Background: an optimization exercise with open tools, aiming at small area. Do not read the settings as production practice. In this exercise RTL edits were held to simulation tests only and were not proved equivalent to the original. Power and IR drop assume default switching activity.

==> flow/design.v <==
module bmp280_spi_uart_v2005
#(
  parameter CLK_HZ = 50000,
  parameter BAUD   = 5000,
  parameter SCK_HZ = 12500
)(
  input  wire clk,
  input  wire rst_n,
  output wire spi_csn,
  output wire spi_sck,
  output wire spi_mosi,
  input  wire spi_miso,
  output wire uart_tx
);
  reg [6:0] g;                  
  wire [5:0] t = g[5:0];
  wire eow = (t == 6'd63);
  reg [6:0] pc;
  reg [7:0] j;
  reg first, f2;
  wire [1:0] cls;
  wire [4:0] xs;
  wire [3:0] ys;
  wire [3:0] ki;
  wire [2:0] msrc;
  wire [3:0] jc;
  wire [1:0] jend;
  wire mmul;
  wire fsub;
  wire clr;
  wire mdiv;
  wire mdve;
  wire md10;
  wire conv;
  wire isT;
  wire [1:0] subm;
  wire dA;
  wire dB;
  wire dC;
  wire dD;
  wire [1:0] bw;
  wire bsx;
  wire tinv;
  wire ltsign;
  wire lnz;
  wire ldsign;
  wire nzg;
  wire [7:0] chr;
  wire [1:0] ctype;
  wire [2:0] spit;
  wire lastpc;
  assign cls[0] = (pc == 7'd1) | (pc == 7'd19) | (pc == 7'd28) | (pc == 7'd29) | (pc == 7'd30) | (pc == 7'd32) | (pc == 7'd34) | (pc == 7'd35) | (pc == 7'd36) | (pc == 7'd105);
  assign cls[1] = (pc == 7'd0) | (pc == 7'd2) | (pc == 7'd3) | (pc == 7'd4) | (pc == 7'd5) | (pc == 7'd6) | (pc == 7'd7) | (pc == 7'd8) | (pc == 7'd9) | (pc == 7'd10) | (pc == 7'd11) | (pc == 7'd12) | (pc == 7'd13) | (pc == 7'd14) | (pc == 7'd15) | (pc == 7'd16) | (pc == 7'd17) | (pc == 7'd18) | (pc == 7'd19) | (pc == 7'd20) | (pc == 7'd21) | (pc == 7'd22) | (pc == 7'd23) | (pc == 7'd24) | (pc == 7'd25) | (pc == 7'd26) | (pc == 7'd27) | (pc == 7'd28) | (pc == 7'd30) | (pc == 7'd32) | (pc == 7'd34) | (pc == 7'd36) | (pc == 7'd85) | (pc == 7'd86) | (pc == 7'd87) | (pc == 7'd88) | (pc == 7'd89) | (pc == 7'd90) | (pc == 7'd91) | (pc == 7'd92) | (pc == 7'd93) | (pc == 7'd94) | (pc == 7'd95) | (pc == 7'd96) | (pc == 7'd97) | (pc == 7'd98) | (pc == 7'd99) | (pc == 7'd100) | (pc == 7'd101) | (pc == 7'd102) | (pc == 7'd103) | (pc == 7'd104);
  assign xs[0] = (pc == 7'd38) | (pc == 7'd39) | (pc == 7'd43) | (pc == 7'd52) | (pc == 7'd57) | (pc == 7'd59) | (pc == 7'd65) | (pc == 7'd66) | (pc == 7'd68) | (pc == 7'd69) | (pc == 7'd71) | (pc == 7'd73) | (pc == 7'd75) | (pc == 7'd78) | (pc == 7'd79) | (pc == 7'd80) | (pc == 7'd81) | (pc == 7'd83);
  assign xs[1] = (pc == 7'd37) | (pc == 7'd41) | (pc == 7'd47) | (pc == 7'd57) | (pc == 7'd65) | (pc == 7'd66) | (pc == 7'd67) | (pc == 7'd68) | (pc == 7'd71) | (pc == 7'd75) | (pc == 7'd77) | (pc == 7'd81) | (pc == 7'd83);
  assign xs[2] = (pc == 7'd41) | (pc == 7'd50) | (pc == 7'd52) | (pc == 7'd54) | (pc == 7'd57) | (pc == 7'd65) | (pc == 7'd67) | (pc == 7'd68) | (pc == 7'd69) | (pc == 7'd71);
  assign xs[3] = (pc == 7'd45) | (pc == 7'd52) | (pc == 7'd54) | (pc == 7'd57) | (pc == 7'd65) | (pc == 7'd67) | (pc == 7'd68) | (pc == 7'd75) | (pc == 7'd77) | (pc == 7'd80);
  assign xs[4] = (pc == 7'd37) | (pc == 7'd38) | (pc == 7'd46) | (pc == 7'd66);
  assign ys[0] = (pc == 7'd19) | (pc == 7'd28) | (pc == 7'd30) | (pc == 7'd32) | (pc == 7'd34) | (pc == 7'd36) | (pc == 7'd37) | (pc == 7'd38) | (pc == 7'd39) | (pc == 7'd42) | (pc == 7'd44) | (pc == 7'd48) | (pc == 7'd51) | (pc == 7'd55) | (pc == 7'd56) | (pc == 7'd57) | (pc == 7'd59) | (pc == 7'd62) | (pc == 7'd65) | (pc == 7'd68) | (pc == 7'd72) | (pc == 7'd74) | (pc == 7'd77) | (pc == 7'd82);
  assign ys[1] = (pc == 7'd19) | (pc == 7'd28) | (pc == 7'd30) | (pc == 7'd32) | (pc == 7'd34) | (pc == 7'd36) | (pc == 7'd40) | (pc == 7'd45) | (pc == 7'd49) | (pc == 7'd52) | (pc == 7'd53) | (pc == 7'd58) | (pc == 7'd60) | (pc == 7'd62) | (pc == 7'd64) | (pc == 7'd66) | (pc == 7'd70) | (pc == 7'd76) | (pc == 7'd78) | (pc == 7'd79) | (pc == 7'd82);
  assign ys[2] = (pc == 7'd19) | (pc == 7'd28) | (pc == 7'd30) | (pc == 7'd32) | (pc == 7'd34) | (pc == 7'd36) | (pc == 7'd37) | (pc == 7'd38) | (pc == 7'd39) | (pc == 7'd44) | (pc == 7'd55) | (pc == 7'd57) | (pc == 7'd61) | (pc == 7'd67) | (pc == 7'd79);
  assign ys[3] = (pc == 7'd46) | (pc == 7'd50) | (pc == 7'd59) | (pc == 7'd66) | (pc == 7'd81) | (pc == 7'd83);
  assign ki[0] = (pc == 7'd40) | (pc == 7'd48) | (pc == 7'd53) | (pc == 7'd55) | (pc == 7'd74) | (pc == 7'd79);
  assign ki[1] = (pc == 7'd44) | (pc == 7'd53) | (pc == 7'd55) | (pc == 7'd57) | (pc == 7'd74) | (pc == 7'd76);
  assign ki[2] = (pc == 7'd48) | (pc == 7'd51) | (pc == 7'd55) | (pc == 7'd57);
  assign ki[3] = (pc == 7'd56) | (pc == 7'd74) | (pc == 7'd76) | (pc == 7'd79);
  assign msrc[0] = (pc == 7'd40) | (pc == 7'd48) | (pc == 7'd51) | (pc == 7'd53) | (pc == 7'd56) | (pc == 7'd62) | (pc == 7'd74) | (pc == 7'd76);
  assign msrc[1] = (pc == 7'd40) | (pc == 7'd48) | (pc == 7'd51) | (pc == 7'd53) | (pc == 7'd56) | (pc == 7'd74) | (pc == 7'd76);
  assign msrc[2] = (pc == 7'd60);
  assign jc[0] = (pc == 7'd2) | (pc == 7'd3) | (pc == 7'd4) | (pc == 7'd5) | (pc == 7'd6) | (pc == 7'd7) | (pc == 7'd8) | (pc == 7'd9) | (pc == 7'd10) | (pc == 7'd11) | (pc == 7'd12) | (pc == 7'd13) | (pc == 7'd14) | (pc == 7'd15) | (pc == 7'd16) | (pc == 7'd17) | (pc == 7'd20) | (pc == 7'd21) | (pc == 7'd22) | (pc == 7'd23) | (pc == 7'd24) | (pc == 7'd25) | (pc == 7'd26) | (pc == 7'd29) | (pc == 7'd39) | (pc == 7'd43) | (pc == 7'd47) | (pc == 7'd48) | (pc == 7'd50) | (pc == 7'd59) | (pc == 7'd61) | (pc == 7'd71) | (pc == 7'd73) | (pc == 7'd75) | (pc == 7'd82) | (pc == 7'd84) | (pc == 7'd85) | (pc == 7'd86) | (pc == 7'd87) | (pc == 7'd88) | (pc == 7'd89) | (pc == 7'd90) | (pc == 7'd91) | (pc == 7'd92) | (pc == 7'd93) | (pc == 7'd94) | (pc == 7'd95) | (pc == 7'd96) | (pc == 7'd97) | (pc == 7'd98) | (pc == 7'd99) | (pc == 7'd100) | (pc == 7'd101) | (pc == 7'd102) | (pc == 7'd103);
  assign jc[1] = (pc == 7'd2) | (pc == 7'd3) | (pc == 7'd4) | (pc == 7'd5) | (pc == 7'd6) | (pc == 7'd7) | (pc == 7'd8) | (pc == 7'd9) | (pc == 7'd10) | (pc == 7'd11) | (pc == 7'd12) | (pc == 7'd13) | (pc == 7'd14) | (pc == 7'd15) | (pc == 7'd16) | (pc == 7'd17) | (pc == 7'd20) | (pc == 7'd21) | (pc == 7'd22) | (pc == 7'd23) | (pc == 7'd24) | (pc == 7'd25) | (pc == 7'd26) | (pc == 7'd35) | (pc == 7'd41) | (pc == 7'd43) | (pc == 7'd48) | (pc == 7'd52) | (pc == 7'd55) | (pc == 7'd61) | (pc == 7'd80) | (pc == 7'd84) | (pc == 7'd85) | (pc == 7'd86) | (pc == 7'd87) | (pc == 7'd88) | (pc == 7'd89) | (pc == 7'd90) | (pc == 7'd91) | (pc == 7'd92) | (pc == 7'd93) | (pc == 7'd94) | (pc == 7'd95) | (pc == 7'd96) | (pc == 7'd97) | (pc == 7'd98) | (pc == 7'd99) | (pc == 7'd100) | (pc == 7'd101) | (pc == 7'd102) | (pc == 7'd103) | (pc == 7'd105);
  assign jc[2] = (pc == 7'd0) | (pc == 7'd2) | (pc == 7'd3) | (pc == 7'd4) | (pc == 7'd5) | (pc == 7'd6) | (pc == 7'd7) | (pc == 7'd8) | (pc == 7'd9) | (pc == 7'd10) | (pc == 7'd11) | (pc == 7'd12) | (pc == 7'd13) | (pc == 7'd14) | (pc == 7'd15) | (pc == 7'd16) | (pc == 7'd17) | (pc == 7'd18) | (pc == 7'd19) | (pc == 7'd20) | (pc == 7'd21) | (pc == 7'd22) | (pc == 7'd23) | (pc == 7'd24) | (pc == 7'd25) | (pc == 7'd26) | (pc == 7'd27) | (pc == 7'd28) | (pc == 7'd29) | (pc == 7'd31) | (pc == 7'd33) | (pc == 7'd34) | (pc == 7'd39) | (pc == 7'd41) | (pc == 7'd43) | (pc == 7'd47) | (pc == 7'd48) | (pc == 7'd50) | (pc == 7'd52) | (pc == 7'd55) | (pc == 7'd59) | (pc == 7'd73) | (pc == 7'd75) | (pc == 7'd85) | (pc == 7'd86) | (pc == 7'd87) | (pc == 7'd88) | (pc == 7'd89) | (pc == 7'd90) | (pc == 7'd91) | (pc == 7'd92) | (pc == 7'd93) | (pc == 7'd94) | (pc == 7'd95) | (pc == 7'd96) | (pc == 7'd97) | (pc == 7'd98) | (pc == 7'd99) | (pc == 7'd100) | (pc == 7'd101) | (pc == 7'd102) | (pc == 7'd103) | (pc == 7'd104);
  assign jc[3] = (pc == 7'd2) | (pc == 7'd3) | (pc == 7'd4) | (pc == 7'd5) | (pc == 7'd6) | (pc == 7'd7) | (pc == 7'd8) | (pc == 7'd9) | (pc == 7'd10) | (pc == 7'd11) | (pc == 7'd12) | (pc == 7'd13) | (pc == 7'd14) | (pc == 7'd15) | (pc == 7'd16) | (pc == 7'd17) | (pc == 7'd20) | (pc == 7'd21) | (pc == 7'd22) | (pc == 7'd23) | (pc == 7'd24) | (pc == 7'd25) | (pc == 7'd26) | (pc == 7'd29) | (pc == 7'd35) | (pc == 7'd57) | (pc == 7'd61) | (pc == 7'd71) | (pc == 7'd85) | (pc == 7'd86) | (pc == 7'd87) | (pc == 7'd88) | (pc == 7'd89) | (pc == 7'd90) | (pc == 7'd91) | (pc == 7'd92) | (pc == 7'd93) | (pc == 7'd94) | (pc == 7'd95) | (pc == 7'd96) | (pc == 7'd97) | (pc == 7'd98) | (pc == 7'd99) | (pc == 7'd100) | (pc == 7'd101) | (pc == 7'd102) | (pc == 7'd103) | (pc == 7'd104) | (pc == 7'd105);
  assign jend[0] = 1'b0;
  assign jend[1] = (pc == 7'd44);
  assign mmul = (pc == 7'd40) | (pc == 7'd42) | (pc == 7'd44) | (pc == 7'd48) | (pc == 7'd49) | (pc == 7'd51) | (pc == 7'd53) | (pc == 7'd56) | (pc == 7'd58) | (pc == 7'd60) | (pc == 7'd72) | (pc == 7'd74) | (pc == 7'd76);
  assign fsub = (pc == 7'd40) | (pc == 7'd42) | (pc == 7'd44) | (pc == 7'd48) | (pc == 7'd49) | (pc == 7'd51) | (pc == 7'd53) | (pc == 7'd56) | (pc == 7'd58) | (pc == 7'd60) | (pc == 7'd72) | (pc == 7'd74) | (pc == 7'd76);
  assign clr = (pc == 7'd40) | (pc == 7'd42) | (pc == 7'd44) | (pc == 7'd48) | (pc == 7'd49) | (pc == 7'd51) | (pc == 7'd53) | (pc == 7'd60) | (pc == 7'd62) | (pc == 7'd72) | (pc == 7'd74) | (pc == 7'd76);
  assign mdiv = (pc == 7'd62);
  assign mdve = (pc == 7'd63);
  assign md10 = (pc == 7'd81) | (pc == 7'd83);
  assign conv = (pc == 7'd80) | (pc == 7'd81) | (pc == 7'd82) | (pc == 7'd83);
  assign isT = (pc == 7'd83);
  assign subm[0] = (pc == 7'd37) | (pc == 7'd38) | (pc == 7'd39) | (pc == 7'd46) | (pc == 7'd64) | (pc == 7'd81) | (pc == 7'd83);
  assign subm[1] = (pc == 7'd61) | (pc == 7'd64);
  assign dA = (pc == 7'd38) | (pc == 7'd40) | (pc == 7'd42) | (pc == 7'd44) | (pc == 7'd45) | (pc == 7'd48) | (pc == 7'd49) | (pc == 7'd51) | (pc == 7'd53) | (pc == 7'd55) | (pc == 7'd56) | (pc == 7'd57) | (pc == 7'd58) | (pc == 7'd59) | (pc == 7'd60) | (pc == 7'd62) | (pc == 7'd65) | (pc == 7'd66) | (pc == 7'd68) | (pc == 7'd70) | (pc == 7'd72) | (pc == 7'd74) | (pc == 7'd76) | (pc == 7'd77) | (pc == 7'd78) | (pc == 7'd79) | (pc == 7'd80) | (pc == 7'd81) | (pc == 7'd82) | (pc == 7'd83);
  assign dB = (pc == 7'd37) | (pc == 7'd43) | (pc == 7'd46) | (pc == 7'd47) | (pc == 7'd67) | (pc == 7'd71) | (pc == 7'd73) | (pc == 7'd75);
  assign dC = (pc == 7'd39) | (pc == 7'd41) | (pc == 7'd48) | (pc == 7'd50) | (pc == 7'd52) | (pc == 7'd56) | (pc == 7'd59) | (pc == 7'd61) | (pc == 7'd64);
  assign dD = (pc == 7'd54) | (pc == 7'd69);
  assign bw[0] = (pc == 7'd37) | (pc == 7'd43) | (pc == 7'd46);
  assign bw[1] = (pc == 7'd47);
  assign bsx = (pc == 7'd42) | (pc == 7'd48) | (pc == 7'd49) | (pc == 7'd51) | (pc == 7'd56) | (pc == 7'd58) | (pc == 7'd65);
  assign tinv = (pc == 7'd82);
  assign ltsign = (pc == 7'd69);
  assign lnz = (pc == 7'd54);
  assign ldsign = (pc == 7'd61);
  assign nzg = (pc == 7'd80);
  assign chr[0] = (pc == 7'd3) | (pc == 7'd9) | (pc == 7'd11) | (pc == 7'd17) | (pc == 7'd20) | (pc == 7'd22) | (pc == 7'd86) | (pc == 7'd87) | (pc == 7'd95) | (pc == 7'd103);
  assign chr[1] = (pc == 7'd2) | (pc == 7'd5) | (pc == 7'd9) | (pc == 7'd13) | (pc == 7'd14) | (pc == 7'd18) | (pc == 7'd27) | (pc == 7'd91) | (pc == 7'd104);
  assign chr[2] = (pc == 7'd3) | (pc == 7'd13) | (pc == 7'd17) | (pc == 7'd21) | (pc == 7'd22) | (pc == 7'd85) | (pc == 7'd86) | (pc == 7'd87) | (pc == 7'd91) | (pc == 7'd95) | (pc == 7'd103);
  assign chr[3] = (pc == 7'd3) | (pc == 7'd6) | (pc == 7'd11) | (pc == 7'd18) | (pc == 7'd20) | (pc == 7'd22) | (pc == 7'd24) | (pc == 7'd27) | (pc == 7'd86) | (pc == 7'd87) | (pc == 7'd91) | (pc == 7'd95) | (pc == 7'd103) | (pc == 7'd104);
  assign chr[4] = (pc == 7'd4) | (pc == 7'd5) | (pc == 7'd6) | (pc == 7'd7) | (pc == 7'd9) | (pc == 7'd10) | (pc == 7'd13) | (pc == 7'd14) | (pc == 7'd15) | (pc == 7'd16) | (pc == 7'd17) | (pc == 7'd22) | (pc == 7'd23) | (pc == 7'd24) | (pc == 7'd85) | (pc == 7'd86) | (pc == 7'd94) | (pc == 7'd95) | (pc == 7'd102);
  assign chr[5] = (pc == 7'd5) | (pc == 7'd6) | (pc == 7'd7) | (pc == 7'd8) | (pc == 7'd12) | (pc == 7'd13) | (pc == 7'd14) | (pc == 7'd15) | (pc == 7'd16) | (pc == 7'd17) | (pc == 7'd22) | (pc == 7'd23) | (pc == 7'd24) | (pc == 7'd86) | (pc == 7'd87) | (pc == 7'd91) | (pc == 7'd93) | (pc == 7'd95);
  assign chr[6] = (pc == 7'd2) | (pc == 7'd3) | (pc == 7'd4) | (pc == 7'd9) | (pc == 7'd10) | (pc == 7'd11) | (pc == 7'd13) | (pc == 7'd20) | (pc == 7'd21) | (pc == 7'd24) | (pc == 7'd85) | (pc == 7'd94) | (pc == 7'd102);
  assign chr[7] = 1'b0;
  assign ctype[0] = (pc == 7'd87) | (pc == 7'd88) | (pc == 7'd89) | (pc == 7'd90) | (pc == 7'd92) | (pc == 7'd96) | (pc == 7'd97) | (pc == 7'd98) | (pc == 7'd99) | (pc == 7'd100) | (pc == 7'd101);
  assign ctype[1] = (pc == 7'd25) | (pc == 7'd26) | (pc == 7'd87);
  assign spit[0] = (pc == 7'd28) | (pc == 7'd32) | (pc == 7'd36);
  assign spit[1] = (pc == 7'd30) | (pc == 7'd32);
  assign spit[2] = (pc == 7'd34) | (pc == 7'd36);
  assign lastpc = (pc == 7'd105);
  wire cbit = ((pc == 7'd46) & ((t == 6'd10) | (t == 6'd12) | (t == 6'd13) | (t == 6'd14) | (t == 6'd15) | (t == 6'd16))) | ((pc == 7'd50) & ((t == 6'd47))) | ((pc == 7'd57) & ((t == 6'd16) | (t == 6'd17) | (t == 6'd18) | (t == 6'd19) | (t == 6'd20) | (t == 6'd21) | (t == 6'd22) | (t == 6'd23) | (t == 6'd24) | (t == 6'd25) | (t == 6'd26) | (t == 6'd27) | (t == 6'd28) | (t == 6'd29) | (t == 6'd30) | (t == 6'd31) | (t == 6'd32) | (t == 6'd33) | (t == 6'd34) | (t == 6'd35) | (t == 6'd36) | (t == 6'd37) | (t == 6'd38) | (t == 6'd39) | (t == 6'd40) | (t == 6'd41) | (t == 6'd42) | (t == 6'd43) | (t == 6'd44) | (t == 6'd45) | (t == 6'd46) | (t == 6'd47) | (t == 6'd48) | (t == 6'd49) | (t == 6'd50) | (t == 6'd51) | (t == 6'd52) | (t == 6'd53) | (t == 6'd54) | (t == 6'd55) | (t == 6'd56) | (t == 6'd57) | (t == 6'd58) | (t == 6'd59) | (t == 6'd60) | (t == 6'd61) | (t == 6'd62) | (t == 6'd63))) | ((pc == 7'd65) & ((t == 6'd10) | (t == 6'd12) | (t == 6'd13) | (t == 6'd14) | (t == 6'd15) | (t == 6'd16))) | ((pc == 7'd68) & ((t == 6'd8)));
  reg [7:0] jsn;
  always @* case (jc)
    4'd0: jsn = 8'd0;
    4'd1: jsn = 8'd3;
    4'd2: jsn = 8'd5;
    4'd3: jsn = 8'd11;
    4'd4: jsn = 8'd15;
    4'd5: jsn = 8'd16;
    4'd6: jsn = 8'd17;
    4'd7: jsn = 8'd33;
    4'd8: jsn = 8'd35;
    4'd9: jsn = 8'd52;
    4'd10: jsn = 8'd55;
    4'd11: jsn = 8'd64;
    4'd12: jsn = 8'd75;
    4'd13: jsn = 8'd199;
    default: jsn = j;    
  endcase
  reg [63:0] A, B, C;
  reg [31:0] D;                 
  reg [191:0] KR;               
  reg Aprev, sxf, ks, mcap, m, cy, c5, rsign, sgn, nz;
  reg [2:0] r5;
  reg [3:0] dg;
  wire isALU  = (cls == 2'd0);
  wire isCHAR = (cls == 2'd2);
  wire isSPI  = (cls == 2'd3);
  wire raw    = (spit == 3'd5);
  wire bitend = raw ? eow : (t[4:0] == 5'd31);
  wire sbits  = isSPI;
  assign spi_csn = ~sbits;
  assign spi_sck = sbits & (raw ? t[5] : t[4]);
  reg [7:0] cmdb, datb; reg [4:0] cmdpos;
  always @* begin
    case (spit)
      3'd0: begin cmdb = 8'hD0; datb = 8'h00; cmdpos = 5'd1;  end
      3'd1: begin cmdb = 8'h60; datb = 8'hB6; cmdpos = 5'd1;  end
      3'd2: begin cmdb = 8'h88; datb = 8'h00; cmdpos = 5'd24; end
      3'd3: begin cmdb = 8'h74; datb = 8'h27; cmdpos = 5'd1;  end
      3'd4: begin cmdb = 8'h75; datb = 8'h00; cmdpos = 5'd1;  end
      default: begin cmdb = 8'hF7; datb = 8'h00; cmdpos = 5'd6; end
    endcase
  end
  assign spi_mosi = (j[7:3] == cmdpos) ? cmdb[j[2:0]] : ((j[7:3] == 5'd0) ? datb[j[2:0]] : 1'b0);
  wire calw = sbits & ((spit == 3'd0) | (spit == 3'd2)) & ~(j[7] & j[6]) & t[4] & (t[3:0] == {~j[3], j[2:0]});
  wire rawt = sbits & raw & (t == j[5:0] + 6'd13);
  wire rawA = rawt & (j[7:3] < 5'd3);                          
  wire rawB = rawt & ((j[7:3] == 5'd5) | (j[7:3] == 5'd4) | (j[7:3] == 5'd3));    
  wire last = (j == (jend[1] ? 8'd12 : 8'd0));
  reg adv;
  always @* begin
    adv = 1'b0;
    case (cls)
      2'd0, 2'd1: adv = eow & last;
      2'd2: adv = (g == 7'd127);
      default: adv = bitend & (j == 8'd0);    
    endcase
  end
  always @(posedge clk or negedge rst_n) begin
    if (!rst_n) begin
      g <= 7'd0; pc <= 7'd0;
    end else begin
      g <= g + 7'd1;
      if (adv) pc <= lastpc ? 7'd36 : pc + 7'd1;
    end
  end
  always @(posedge clk) begin : seq
      case (cls)
        2'd0, 2'd1: if (eow & ~last) j <= j - 8'd1;
        2'd2: if ((g == 7'd63) & (ctype[1] ^ ctype[0])) j <= j - 8'd1;    
        default: if (bitend) j <= j - 8'd1;
      endcase
      if (adv) begin
        j <= jsn; first <= 1'b1; f2 <= 1'b0;
      end else if (eow) begin first <= 1'b0; f2 <= first; end
  end
  wire [11:0] kout;
  genvar gi;
  generate for (gi = 0; gi < 12; gi = gi + 1) begin : kr
    assign kout[gi] = KR[16*gi+15];
    wire we = calw & (j[7:4] == (4'd11 - gi));
    always @(posedge clk) KR[16*gi +: 16] <= {KR[16*gi +: 15], we ? spi_miso : KR[16*gi+15]};
  end endgenerate
  wire ko  = kout[ki];
  wire ksg = (ki != 4'd0) & (ki != 4'd3);      
  wire lo16 = (t[5:4] == 2'b00);
  wire kst = lo16 ? ko : (ksg & ks);
  wire muldiv = mmul | mdiv;
  wire [4:0] xe = muldiv ? ((f2 & clr) ? 5'd0 : 5'd2) : xs;
  wire setup = muldiv & first;           
  reg xr, xm;
  always @* begin
    case (xe)
      5'd1:  xr = A[63];
      5'd2:  xr = (t == 6'd0) ? (mdiv & m) : Aprev;
      5'd3:  xr = A[62];
      5'd4:  xr = A[55];
      5'd5:  xr = A[54];
      5'd6:  xr = A[52];
      5'd7:  xr = A[50];
      5'd8:  xr = A[49];
      5'd9:  xr = A[47];
      5'd10: xr = A[44];
      5'd11: xr = A[38];
      5'd12: xr = A[30];
      5'd13: xr = A[11];
      5'd14: xr = A[1];
      5'd15: xr = cbit;
      5'd16: xr = (t[5] == 1'b0) ? A[63] : sxf;
      5'd17: xr = A[43];
      5'd18: xr = A[42];
      5'd19: xr = (t == 6'd0) ? 1'b0 : Aprev;
      default: xr = 1'b0;
    endcase
    case (xe)
      5'd3:  xm = (t == 6'd63);
      5'd4:  xm = (t >= 6'd56);
      5'd7:  xm = (t >= 6'd51);
      5'd9:  xm = t[5] | ~nz;
      5'd10: xm = (t >= 6'd45);
      5'd11: xm = (t >= 6'd39);
      5'd12: xm = (t >= 6'd31);
      5'd13: xm = (t < 6'd12);
      5'd14: xm = (t < 6'd2);
      5'd17: xm = (t >= 6'd17);
      5'd18: xm = (t >= 6'd16);
      5'd19: xm = (t >= 6'd33);
      default: xm = 1'b0;
    endcase
  end
  wire X = xr & ~xm;
  wire tiv = tinv & sgn;
  wire dgs = (t == 6'd0) ? dg[1] : (t == 6'd1) ? dg[2] : (t == 6'd2) ? dg[3] : 1'b0;
  reg yr;
  always @* case (ys)
    4'd1: yr = (bsx & (t > 6'd32)) ? sxf : B[63];
    4'd2: yr = C[63];
    4'd3: yr = ~t[5] & (D[31] ^ tiv);
    4'd4: yr = A[63];
    4'd5: yr = kst;
    4'd6: yr = (t < 6'd12) ? 1'b0 : (t < 6'd28) ? KR[16*9+11] : ks;
    4'd7: yr = spi_miso;
    4'd8: yr = md10 ? dgs : cbit;
    4'd9: yr = (t >= 6'd31) & (t <= 6'd50) & B[53];
    4'd10: yr = (t >= 6'd33) & (t <= 6'd40) & B[63];
    default: yr = 1'b0;
  endcase
  reg sub;
  always @* begin
    if (mmul) sub = f2 & fsub;
    else if (mdiv) sub = f2 | ~rsign;
    else case (subm) 2'd1: sub = 1'b1; 2'd2: sub = rsign; 2'd3: sub = sgn; default: sub = 1'b0; endcase
  end
  wire yg  = mmul ? (yr & m) : yr;
  wire Y   = yg ^ sub;
  wire cin = (t == 6'd0) ? (sub | tiv) : cy;
  wire Z   = X ^ Y ^ cin;
  wire q   = Z ^ A[1] ^ c5;
  wire W   = md10 ? q : Z;
  wire [2:0] msel = msrc;
  wire [7:0] jn = j - 8'd1;
  reg mbit;
  wire c3125 = (t == 6'd0) | (t == 6'd1) | (t == 6'd3) | (t == 6'd6) | (t == 6'd7) | (t == 6'd8) | (t == 6'd9) | (t == 6'd12) | (t == 6'd13) | (t == 6'd14) | (t == 6'd15);
  always @* case (msel)
    3'd0: mbit = (bsx & (t > 6'd32)) ? sxf : B[63]; 3'd1: mbit = C[63]; 3'd3: mbit = kst; default: mbit = c3125;
  endcase
  wire capt = (t == jn[5:0]);
  wire digst = isALU & md10 & (t[5:2] == (isT ? {2'b10, ~j[1:0]} : {1'b0, ~j[2:0]}));
  wire qwr   = isALU & ((mdiv & ~first & ~f2 & (t == j[5:0] + 6'd1)) | (mdve & (t == 6'd0)));
  wire bwin  = (bw == 2'd0) | ((bw == 2'd1) & (t <= 6'd32)) | ((bw == 2'd2) & (t >= 6'd33) & (t <= 6'd40));
  wire weA = (isALU & dA & ~setup) | rawA;
  wire weB = (isALU & dB & bwin) | digst | rawB;
  wire weC = (isALU & dC & ~setup) | qwr;
  wire weD = isALU & dD & ~t[5];
  always @(posedge clk) begin
    A  <= {A[62:0], weA ? W : A[63]};
    B  <= {B[62:0], weB ? (digst ? dg[t[1:0]] : W) : B[63]};
    C  <= {C[62:0], weC ? (qwr ? ~rsign : W) : C[63]};
    D  <= {D[30:0], weD ? W : D[31]};
  end
  reg [2:0] r5n; reg [2:0] wt;
  wire [3:0] r5s = {1'b0, r5} + {1'b0, wt};
  always @* begin
    case (t[1:0]) 2'd0: wt = 3'd1; 2'd1: wt = 3'd2; 2'd2: wt = 3'd4; default: wt = 3'd3; endcase
    if (t == 6'd0) r5n = {2'b00, W};
    else if (!W) r5n = r5;
    else r5n = r5s[3:0] >= 4'd5 ? r5s - 4'd5 : r5s[2:0];
  end
  wire [3:0] crt = (r5[0] == A[62]) ? {1'b0, r5} : ({1'b0, r5} + 4'd5);
  always @(posedge clk) begin
    Aprev <= A[63];
    cy <= (X & Y) | (X & cin) | (Y & cin);
    c5 <= ~eow & ((q & A[1]) | (q & c5) | (A[1] & c5));
    if (bsx ? (t == 6'd32) : (t == 6'd31)) sxf <= bsx ? B[63] : A[63];
    if (t == 6'd15) ks <= ko;
    if (capt) mcap <= mbit;
    if (eow) m <= (jn[5:0] == 6'd63) ? mbit : mcap;
    if (eow) rsign <= W;
    if (isALU & ldsign & (t == 6'd0)) sgn <= rsign;
    else if (isALU & ltsign & (t == 6'd31)) sgn <= W;
    if (isALU & lnz) nz <= (t == 6'd0) ? W : (nz | W);
    r5 <= r5n;
    if (isALU & conv & eow) dg <= crt;
    else if (isCHAR & g[6] & (t[5:2] == j[3:0])) dg <= {(j[3:2] == 2'b11) ? kout[11] : B[63], dg[3:1]};
  end
  reg [2:0] bidx;
  always @* begin
    if (g < 7'd24) bidx = 3'd0;
    else if (g < 7'd35) bidx = 3'd1;
    else if (g < 7'd46) bidx = 3'd2;
    else if (g < 7'd57) bidx = 3'd3;
    else if (g < 7'd68) bidx = 3'd4;
    else if (g < 7'd79) bidx = 3'd5;
    else if (g < 7'd90) bidx = 3'd6;
    else bidx = 3'd7;
  end
  wire hexa = dg[3] & (dg[2] | dg[1]);
  wire [7:0] chv = (ctype == 2'd1 || (ctype == 2'd2 && !hexa)) ? {4'h3, dg} :
                   (ctype == 2'd2) ? {4'h4, dg + 4'd7} : chr;
  wire emit = isCHAR & ~((ctype == 2'd3) & ~sgn) & (pc != 7'd0);
  wire ustart = (g < 7'd13);
  wire ustop  = (g >= 7'd101);
  assign uart_tx = ~emit | (~ustart & (ustop | chv[bidx]));
endmodule
==> flow/flow/run.sh <==
#!/bin/bash
# Own layout flow:
#  1. the standard synthesis (standard.sh synth), unchanged;
#  2. its combinational logic re-mapped for area with a stronger ABC script
#     (resynth.ys, opt.abc: ABC's &deepsyn, tried with four random seeds in
#     parallel, the smallest result kept); every register instance is kept as
#     it is, same name and cell;
#  3. the standard layout from that netlist, with the ports buffered by
#     buf_1 cells and clock tree synthesis using clkbuf_4 clusters and no
#     dummy loads.
# Each tool's output goes to a log file of its own in this folder.
set -euo pipefail
W=$PWD
R=$W/orfs/results/$FLOW_PLATFORM/bmp280_spi_uart_v2005/base
L=$W/orfs/logs/$FLOW_PLATFORM/bmp280_spi_uart_v2005/base
bash standard.sh synth > log_1_standard_synth.txt 2>&1
cp "$R/1_2_yosys.v" "$W/synth_standard.v"
LIB=$FLOW_HOME/platforms/$FLOW_PLATFORM/lib/sky130_fd_sc_hd__tt_025C_1v80.lib
DU=$(grep -o -- '-dont_use [A-Za-z0-9_]*' "$L/1_2_yosys.log" | sort -u | tr '\n' ' ')
YOSYS=$FLOW_HOME/../tools/install/yosys/bin/yosys
[ -x "$YOSYS" ] || YOSYS=yosys
for s in 0 1 2 3; do
  sed -e "s|@SEED@|$s|g" flow/opt.abc > "$W/opt_$s.abc"
  sed -e "s|@LIB@|$LIB|g" -e "s|@DU@|$DU|g" -e "s|@IN@|$W/synth_standard.v|g" \
      -e "s|@OUT@|$W/synth_resynth_$s.v|g" -e "s|@ABC@|$W/opt_$s.abc|g" -e "s|@TOP@|$FLOW_TOP|g" \
      flow/resynth.ys > "$W/resynth_run_$s.ys"
  "$YOSYS" -s "$W/resynth_run_$s.ys" > "log_2_resynth_$s.txt" 2>&1 &
done
wait
best=""; bestarea=""
for s in 0 1 2 3; do
  a=$(grep 'Chip area' "log_2_resynth_$s.txt" | tail -1 | awk '{print $NF}')
  echo "seed $s area $a" >> log_2_resynth_pick.txt
  if [ -n "$a" ] && [ -s "$W/synth_resynth_$s.v" ]; then
    if [ -z "$best" ] || awk "BEGIN{exit !($a < $bestarea)}"; then best=$s; bestarea=$a; fi
  fi
done
echo "picked seed $best area $bestarea" >> log_2_resynth_pick.txt
cp "$W/synth_resynth_$best.v" "$R/1_2_yosys.v"
rm -f "$R/1_synth.odb" "$R/1_synth.sdc"
bash standard.sh "BUFFER_PORTS_ARGS=-buffer_cell sky130_fd_sc_hd__buf_1" "CTS_ARGS=-sink_clustering_enable -repair_clock_nets -dont_use_dummy_load -buf_list sky130_fd_sc_hd__clkbuf_4 -sink_clustering_size 10 -sink_clustering_max_diameter 35" finish > log_3_standard_layout.txt 2>&1
==> flow/flow/opt.abc <==
&get -n
&deepsyn -T 300 -S @SEED@
&put
dch -f
amap
strash
dch -f
amap
topo
==> flow/flow/resynth.ys <==
# Re-map the combinational logic of the standard synthesis netlist for area.
# Register cells are kept as hierarchy (not flattened), so every register
# instance keeps its name and cell type.
read_liberty -ignore_miss_func @LIB@
read_verilog @IN@
hierarchy -top @TOP@
setattr -mod -set keep_hierarchy 1 sky130_fd_sc_hd__df* sky130_fd_sc_hd__edf* sky130_fd_sc_hd__sdf* sky130_fd_sc_hd__dl* sky130_fd_sc_hd__conb*
flatten
opt_clean
abc -liberty @LIB@ @DU@ -script @ABC@ @TOP@
opt_clean -purge
splitnets
opt_clean -purge
hilomap -singleton -hicell sky130_fd_sc_hd__conb_1 HI -locell sky130_fd_sc_hd__conb_1 LO
select @TOP@
stat -liberty @LIB@
write_verilog -noattr -nohex -nodec -selected @OUT@
==> flow/standard.sh <==
#!/bin/bash
# synth_recipe.tcl (not shown) runs the flow's synth.tcl, then flattens the netlist and writes it again
# the make line also repeats each setting of config.mk as NAME=value (left out here)
make -C /OpenROAD-flow-scripts/flow DESIGN_CONFIG=/design/flow/config.mk WORK_HOME=/design/flow/orfs CLKGATE_MAP_FILE= SYNTH_SCRIPT=/design/flow/synth_recipe.tcl "${@:-finish}"
==> flow/config.mk <==
export PLATFORM = sky130hd
export DESIGN_NAME = bmp280_spi_uart_v2005
export DESIGN_NICKNAME = bmp280_spi_uart_v2005
export VERILOG_FILES = /design/flow/design.v
export SDC_FILE = /design/flow/constraint.sdc
export NUM_CORES = 8
export LEC_CHECK = 0
export ABC_AREA = 1
export CAP_MARGIN = 20
export CORE_MARGIN = 2
export CORE_UTILIZATION = 55
export GPL_TIMING_DRIVEN = 0
export PLACE_DENSITY = 0.7
export SLEW_MARGIN = 20
export SYNTH_MEMORY_MAX_BITS = 16384
==> flow/constraint.sdc <==
create_clock -name core_clock -period 1000.0 [get_ports {clk}]
set_input_delay 200.0000 -clock core_clock [delete_from_list [all_inputs] [get_ports {clk}]]
set_output_delay 200.0000 -clock core_clock [all_outputs]
set_load 0.01 [all_outputs]
==> impl_metrics.py, run 1 <==
metrics = {
    "setup_path": {
        "cp-startpoint": "pc[3]$_DFFE_PN0N_",
        "cp.depth": 18,
        "required_ns": 800.00,
        "cp-start-kind": "flop",
        "r2r_end": "r5[2]$_SDFFE_PP0P_",
        "slowest_delay_ns": 0.87,
        "r2r_setup_slack_ns": 991.38,
        "rr_worst_depth": 30,
        "path_buf_inv": 3,
        "cp-end-kind": "output pin",
        "crit_chain": "clkinv_1 > nor2_1 > nand2_1 > nor3_1 > a31o_1 > a31oi_1 > clkinv_1 > o22ai_1 > a221oi_1 > nor2_1 > a211oi_1 > a2111o_1 > o2111a_1 > a31oi_1 > a21oi_1 > nor3b_1 > nand2_1 > buf_1",
        "crit_family": "compound AO/OA/AOI/OAI gates",
        "critPathCapture": "uart_tx",
        "critPathMaxFanout": 16,
        "worstPathArrival_ns": 6.66,
        "r2r_start": "pc[4]$_DFFE_PN0N_",
        "crit_slowest_cell": "dfrtp_1",
        "timing_worst_setup_path_type": "reg2out",
    },
    "timing": {
        "fmax_mhz": 4.84,
        "fin_setup_tns_ns": 0,
        "maxSlewViolCount": 0,
        "timing.final.crit_share_pct": 20.7,
        "finalWorstSetupSlack_ns": 793.34,
        "rsz0062_at_grt": "no",
        "finalSetupViolations": 0,
        "period_needed_ns": 206.66,
        "tightest_slew_ns": 1.03,
        "relSlewSlack_pct": 31.3,
        "hold_viol": 0,
        "final.setup_skew_ns": 0.0685,
    },
    "route": {
        "wl_per_cell_um": 21.4,
        "drtIter0Drc": 1055,
        "viasPerCell": 5.75,
        "dr.pass1.iters": 7,
        "finalWirelength_mm": 33.0,
        "postRouteAntennaNets": 0,
        "num_vias": 8864,
        "drc": 0,
    },
    "floorplan": {
        "die_area_um2": 24700,
        "ioPinCount": 7,
        "start_util_pct": 55.4,
        "die_x_um": 157,
        "rows": 56,
        "die_h_um": 157,
        "core_um2": 23300,
    },
    "synth": {
        "synthesis.instances": 1154,
        "yosys_warnings": 1,
        "syn_area_per_cell_um2": 11.2,
        "synth_fp_nets": 1157,
        "syn_area_um2": 12900,
    },
    "global_route": {
        "grt_pass1_wl_mm": 49.7,
        "antenna_found_initial": 1,
        "grt_max_degree": 24,
        "grt_usage_pct": 27.2,
        "grt_pass1_vias": 8431,
        "overflow": 0,
    },
    "layout": {
        "drive_above_1_share_pct": 5.00,
        "final_nets": 1226,
        "area_growth_pct": 6.90,
        "stdcell_count": 1541,
    },
    "clock_network": {
        "cts_buffer_depth": 3,
        "postCtsSetupBuffers": 0,
        "clock_latency_ns": 0.70,
        "cts_made_buffers": 59,
        "clock_sinks": 457,
        "clockRootBuffer": "clkbuf_4",
        "cts_hold_buf": 0,
        "ctsResizeCount": 0,
        "cts.clk_slew.worst_paths_ns": 0.10,
        "h-tree-depth": 2,
        "cts_tree": "yes",
    },
    "pwr": {
        "p_seq_share_pct": 70.0,
        "p_comb_share_pct": 0.1,
        "p_clk_share_pct": 29.9,
        "switching_share_pct": 19.7,
        "p_per_area_nw_per_um2": 1.90,
        "ir_drop_mv": 0.00134,
        "switchingPower_w": 0.00000516,
        "p_int_w": 0.0000210,
        "leakage_nw": 5.05,
    },
    "hold_path": {
        "hold_class": "reg2reg",
    },
    "status": {
        "status": "complete, no violations",
    },
    "placement": {
        "placed_cells": 1481,
        "numPortBuffers": 6,
        "gp_congestion": 0.975,
        "dp_slack_ns": 794.21,
        "dp_hpwl_mm": 23.8,
    },
    "job": {
        "drv_cap": 0,
    },
}
==> cells in the final DEF, fill, tap and decap left out, drive strengths merged, types with 3 or more instances in the layout <==
cell type	count
dfxtp	423
nor2	174
clkinv	108
o21ai	82
a21oi	61
nand2	59
clkbuf	59
nor3	33
o22ai	26
edfxtp	20
a31oi	19
nand3	15
dfrtp	14
a211oi	11
o221ai	10
a221oi	9
or3	9
nor4	8
buf	8
o32ai	6
o31ai	6
a22oi	5
or2	5
o21a	5
o32a	4
a32oi	4
a2111oi	4
nand4	3
o211ai	3
a222oi	3
o22a	3
==> cell type report <==
class | count | area (um^2)
diodes | 1 | 2.50
repair buffers | 8 | 45.0
flip-flops and latches | 457 | 9420
inverters | 108 | 405
well taps | 319 | 399
multi-input cells | 589 | 3060
fillers | 1973 | 9490
clock buffers | 59 | 443
==> power groups by stage <==
stage	Clock, W	Combinational, W	Sequential [W]
after floorplan	0	0.00000000484	0.0000187
after global placement	0	0.0000000305	0.0000187
after detailed placement	0	0.0000000373	0.0000187
after CTS	0.00000817	0.0000000372	0.0000183
after global routing	0.00000890	0.0000000394	0.0000183
final	0.00000782	0.0000000369	0.0000183
==> through the flow <==
| step | utilization (%) | cell area, um^2 | hold WS (ns) | total power (W) |
|---|---|---|---|---|
| 3_3_place_gp | 57.2 | 13300 | 0.309 | 0.0000188 |
| 2_1_floorplan | - | 12900 | 0.310 | 0.0000187 |
| 5_1_grt | 59.2 | 13800 | 0.251 | 0.0000273 |
| 3_5_place_dp | 57.3 | 13300 | 0.312 | 0.0000188 |
| 4_1_cts | 59.2 | 13800 | 0.262 | 0.0000265 |
| 6_report | 59.2 | 13800 | 0.258 | 0.0000262 |
==> metal layers <==
layer,part of all wire (%),global-route usage (%),vias up,routed length [um]
met3,8.2,6.08,93,2700
li1,-,-,4134,-
met1,45,37.8,4212,14700
met2,44,41.3,425,14400
met4,3.7,11.2,0,1210
met5,0,0,-,0
==> sequential cells by signal, indices dropped and copies added (netlist names), 3 cells and up <==
register and count:
pc 7, j 8, A 64, r5 3, C 64, dg 4, B 64, D 32
KR 192, g 7
==> worst min-delay path by stage <==
stage	startpoint	endpoint	slack, ns	depth (start not counted)
2_1_floorplan	A[9]$_DFF_P_	A[10]$_DFF_P_	0.31	0
3_3_place_gp	KR[37]$_DFF_P_	KR[38]$_DFF_P_	0.31	0
3_5_place_dp	A[56]$_DFF_P_	A[57]$_DFF_P_	0.31	0
4_1_cts	KR[190]$_DFF_P_	KR[191]$_DFF_P_	0.26	0
5_1_grt	KR[65]$_DFF_P_	KR[66]$_DFF_P_	0.25	0
6_report	KR[190]$_DFF_P_	KR[191]$_DFF_P_	0.26	0
==> worst reg2reg max path: cells and delay by family, from the launching register on <==
family | cells | cell delay, ns
buf+inv | 5 | 1.79
compound gates | 14 | 3.95
simple gates | 11 | 2.18
flops | 1 | 0.63
==> run 2: changes to the inputs <==
--- a/flow/flow/run.sh
+++ b/flow/flow/run.sh
@@ -6,7 +6,7 @@
 #     parallel, the smallest result kept); every register instance is kept as
 #     it is, same name and cell;
 #  3. the standard layout from that netlist, with the ports buffered by
-#     buf_1 cells and clock tree synthesis using clkbuf_4 clusters and no
+#     buf_2 cells and clock tree synthesis using clkbuf_4 clusters and no
 #     dummy loads.
 # Each tool's output goes to a log file of its own in this folder.
 set -euo pipefail
@@ -38,4 +38,4 @@
 echo "picked seed $best area $bestarea" >> log_2_resynth_pick.txt
 cp "$W/synth_resynth_$best.v" "$R/1_2_yosys.v"
 rm -f "$R/1_synth.odb" "$R/1_synth.sdc"
-bash standard.sh "BUFFER_PORTS_ARGS=-buffer_cell sky130_fd_sc_hd__buf_1" "CTS_ARGS=-sink_clustering_enable -repair_clock_nets -dont_use_dummy_load -buf_list sky130_fd_sc_hd__clkbuf_4 -sink_clustering_size 10 -sink_clustering_max_diameter 35" finish > log_3_standard_layout.txt 2>&1
+bash standard.sh "BUFFER_PORTS_ARGS=-buffer_cell sky130_fd_sc_hd__buf_2" "CTS_ARGS=-sink_clustering_enable -repair_clock_nets -dont_use_dummy_load -buf_list sky130_fd_sc_hd__clkbuf_4 -sink_clustering_size 10 -sink_clustering_max_diameter 35" finish > log_3_standard_layout.txt 2>&1
==> run 2 against run 1 <==
  * Synthesized area up 0.94%
  * Register-to-register slack worse by 2.7 ns
  * Critical path depth down 6
  * Clock-buffer cell count unchanged
  * Still clean on timing, DRC and antenna
  * Core utilization up 0.38 points
  * Worst hold slack better by 0.0064 ns
  * Sequential share of layout area down 0.64 points
  * First-iteration DRC count down 6.6%
  * Sequential power about the same
  * Die area up 0.92%
  * Non-clock buffer count unchanged
==> impl_metrics.py, run 2 <==
metrics = {
    "route": {
        "finalWirelength_mm": 35.5,
        "viasPerCell": 5.87,
        "drtIter0Drc": 985,
        "wl_per_cell_um": 22.9,
        "wl_met2_mm": 16.1,
        "wl_met3_mm": 3.00,
        "postRouteAntennaNets": 0,
        "num_vias": 9115,
        "drc": 0,
        "m1WireLength_mm": 14.9,
        "highest_layer": "met4",
        "dr.pass1.iters": 7,
    },
    "layout": {
        "regMostFlops": "KR",
        "stdcell_count": 1554,
        "area_growth_pct": 6.91,
        "ff_latch_area_um2": 9420,
        "multi_input_area_um2": 3170,
        "final_nets": 1239,
        "largest_reg_flops": 192,
        "drive_above_1_share_pct": 5.51,
        "final_common_cell": "dfxtp_1",
        "fillers": 1836,
        "layout_common_cells": "dfxtp_1, nor2_1, clkinv_1, o21ai_0, nand2_1",
    },
    "floorplan": {
        "die_x_um": 158,
        "start_util_pct": 55.7,
        "ioPinCount": 7,
        "core_um2": 23300,
        "rows": 56,
        "die_area_um2": 24900,
        "die_h_um": 158,
    },
    "setup_path": {
        "timing_worst_setup_path_type": "reg2out",
        "worstPathArrival_ns": 5.92,
        "required_ns": 800.00,
        "rr_worst_depth": 38,
        "crit_slowest_cell": "dfrtp_1",
        "critPathMaxFanout": 18,
        "cp-startpoint": "pc[1]$_DFFE_PN0N_",
        "crit_chain": "clkinv_1 > nor2_1 > o21ai_0 > o22ai_1 > o21ai_0 > clkinv_1 > nor2_1 > a31oi_1 > clkinv_1 > a31oi_1 > o211a_1 > buf_2",
        "path_buf_inv": 4,
        "crit_family": "compound AO/OA/AOI/OAI gates",
        "r2r_setup_slack_ns": 988.66,
        "r2r_end": "r5[2]$_SDFFE_PP0P_",
        "cp-start-kind": "flop",
        "r2r_start": "pc[1]$_DFFE_PN0N_",
        "slowest_delay_ns": 0.89,
        "path_common_cell": "clkinv_1",
        "cp-end-kind": "output pin",
        "critPathCapture": "spi_mosi",
        "cp.depth": 12,
    },
    "placement": {
        "dp_slack_ns": 795.05,
        "numPortBuffers": 6,
        "dp_hpwl_mm": 25.8,
        "gp_congestion": 0.998,
        "placed_cells": 1494,
    },
    "pwr": {
        "p_int_w": 0.0000210,
        "switchingPower_w": 0.00000521,
        "switching_share_pct": 19.9,
        "leakage_nw": 5.14,
        "p_clk_share_pct": 30.0,
        "power.total_w": 0.0000262,
        "ir_drop_mv": 0.00161,
        "p_per_area_nw_per_um2": 1.89,
        "p_comb_share_pct": 0.1,
        "p_seq_share_pct": 69.8,
    },
    "global_route": {
        "overflow": 0,
        "grt_usage_pct": 29.1,
        "antenna_found_initial": 1,
        "grt_pass1_vias": 8943,
        "grt_pass1_wl_mm": 53.5,
        "grt_max_degree": 19,
    },
    "clock_network": {
        "h-tree-depth": 2,
        "cts_tree": "yes",
        "cts_made_buffers": 59,
        "cts_hold_buf": 0,
        "postCtsSetupBuffers": 0,
        "clock_sinks": 457,
        "cts.clk_slew.worst_paths_ns": 0.09,
        "clockRootBuffer": "clkbuf_4",
        "clock_latency_ns": 0.71,
        "ctsResizeCount": 0,
        "cts_buffer_depth": 3,
    },
    "timing": {
        "fmax_mhz": 4.86,
        "finalSetupViolations": 0,
        "finalWorstSetupSlack_ns": 794.09,
        "fin_setup_tns_ns": 0,
        "timing.final.crit_share_pct": 20.6,
        "maxSlewViolCount": 0,
        "rsz0062_at_grt": "no",
        "period_needed_ns": 205.91,
        "tightest_slew_ns": 1.11,
        "final.setup_skew_ns": 0.0764,
        "relSlewSlack_pct": 25.7,
        "hold_viol": 0,
    },
    "hold_path": {
        "hp-start": "B[15]$_DFF_P_",
        "hold_class": "reg2reg",
    },
    "synth": {
        "syn_area_um2": 13000,
        "yosys_warnings": 1,
        "syn_area_per_cell_um2": 11.1,
        "synth_fp_nets": 1170,
        "synthesis.instances": 1167,
    },
    "status": {
        "status": "complete, no violations",
    },
    "job": {
        "drv_cap": 0,
    },
}
-- run 2: how the worst min path moves through the flow --
| stage | slack, ns | depth (start not counted) | to |
|---|---|---|---|
| 6_report | 0.26 | 0 | B[16]$_DFF_P_ |
| 5_1_grt | 0.26 | 0 | B[16]$_DFF_P_ |
| 4_1_cts | 0.26 | 0 | B[16]$_DFF_P_ |
| 3_5_place_dp | 0.31 | 0 | A[62]$_DFF_P_ |
| 3_3_place_gp | 0.31 | 0 | A[49]$_DFF_P_ |
| 2_1_floorplan | 0.31 | 0 | A[10]$_DFF_P_ |
-- run 2: per-stage QoR --
step	area [um^2]	utilization [%]	hold WS, ns
final	13900	59.6	0.264
after global routing	13900	59.6	0.264
after CTS	13900	59.6	0.264
after detailed placement	13500	57.7	0.312
after global placement	13400	57.6	0.311
after floorplan	13000	-	0.310
-- run 2: cell type report --
cell class / count / area share [%]
diodes: 1 / 0.0180
clock buffers: 59 / 3.19
inverters: 114 / 3.08
multi-input cells: 596 / 22.8
flip-flops and latches: 457 / 67.7
well taps: 319 / 2.87
repair buffers: 8 / 0.342
-- run 2: routing by layer --
| layer | GRT usage, % | vias to the layer above |
|---|---|---|
| li1 | - | 4191 |
| met1 | 38.1 | 4250 |
| met2 | 47.1 | 544 |
| met3 | 6.05 | 130 |
| met4 | 12.4 | 0 |
| met5 | 0 | - |
-- run 2: power by group through the flow --
stage                     clock network, W  registers [W]      logic [W]
final                           0.00000787      0.0000183   0.0000000328
after global routing            0.00000876      0.0000183   0.0000000353
after CTS                       0.00000813      0.0000183   0.0000000328
after detailed placement                 0      0.0000187   0.0000000328
after global placement                   0      0.0000187   0.0000000315
after floorplan                          0      0.0000187  0.00000000547

[what the ideal ports hide]
How much do the figures lean on ideal ports? The routed layouts below were timed once more, with nothing changed but the port constraints.
Step 1 (the two cells are an assumption about what drives the block):
set clk [get_ports {clk}]
set_driving_cell -lib_cell sky130_fd_sc_hd__clkbuf_16 $clk
set_driving_cell -lib_cell sky130_fd_sc_hd__buf_2 [delete_from_list [all_inputs] $clk]
Step 2, shift: input delay + t, output delay - t, t = (earliest + latest rising clock arrival at the registers) / 2. This alone moves slack from input paths to output paths.
a / b / c = ideal ports / drivers / drivers and shift; a / b = the first two.
| run | t, ns | setup slack, ns | worst setup path at the end |
|---|---|---|---|
| run 1 | 0.694 | 793.343 / 793.303 / 793.997 | register to output |
| run 2 | 0.718 | 794.085 / 794.038 / 794.756 | register to output |
After both steps setup and hold are still met in every run listed.
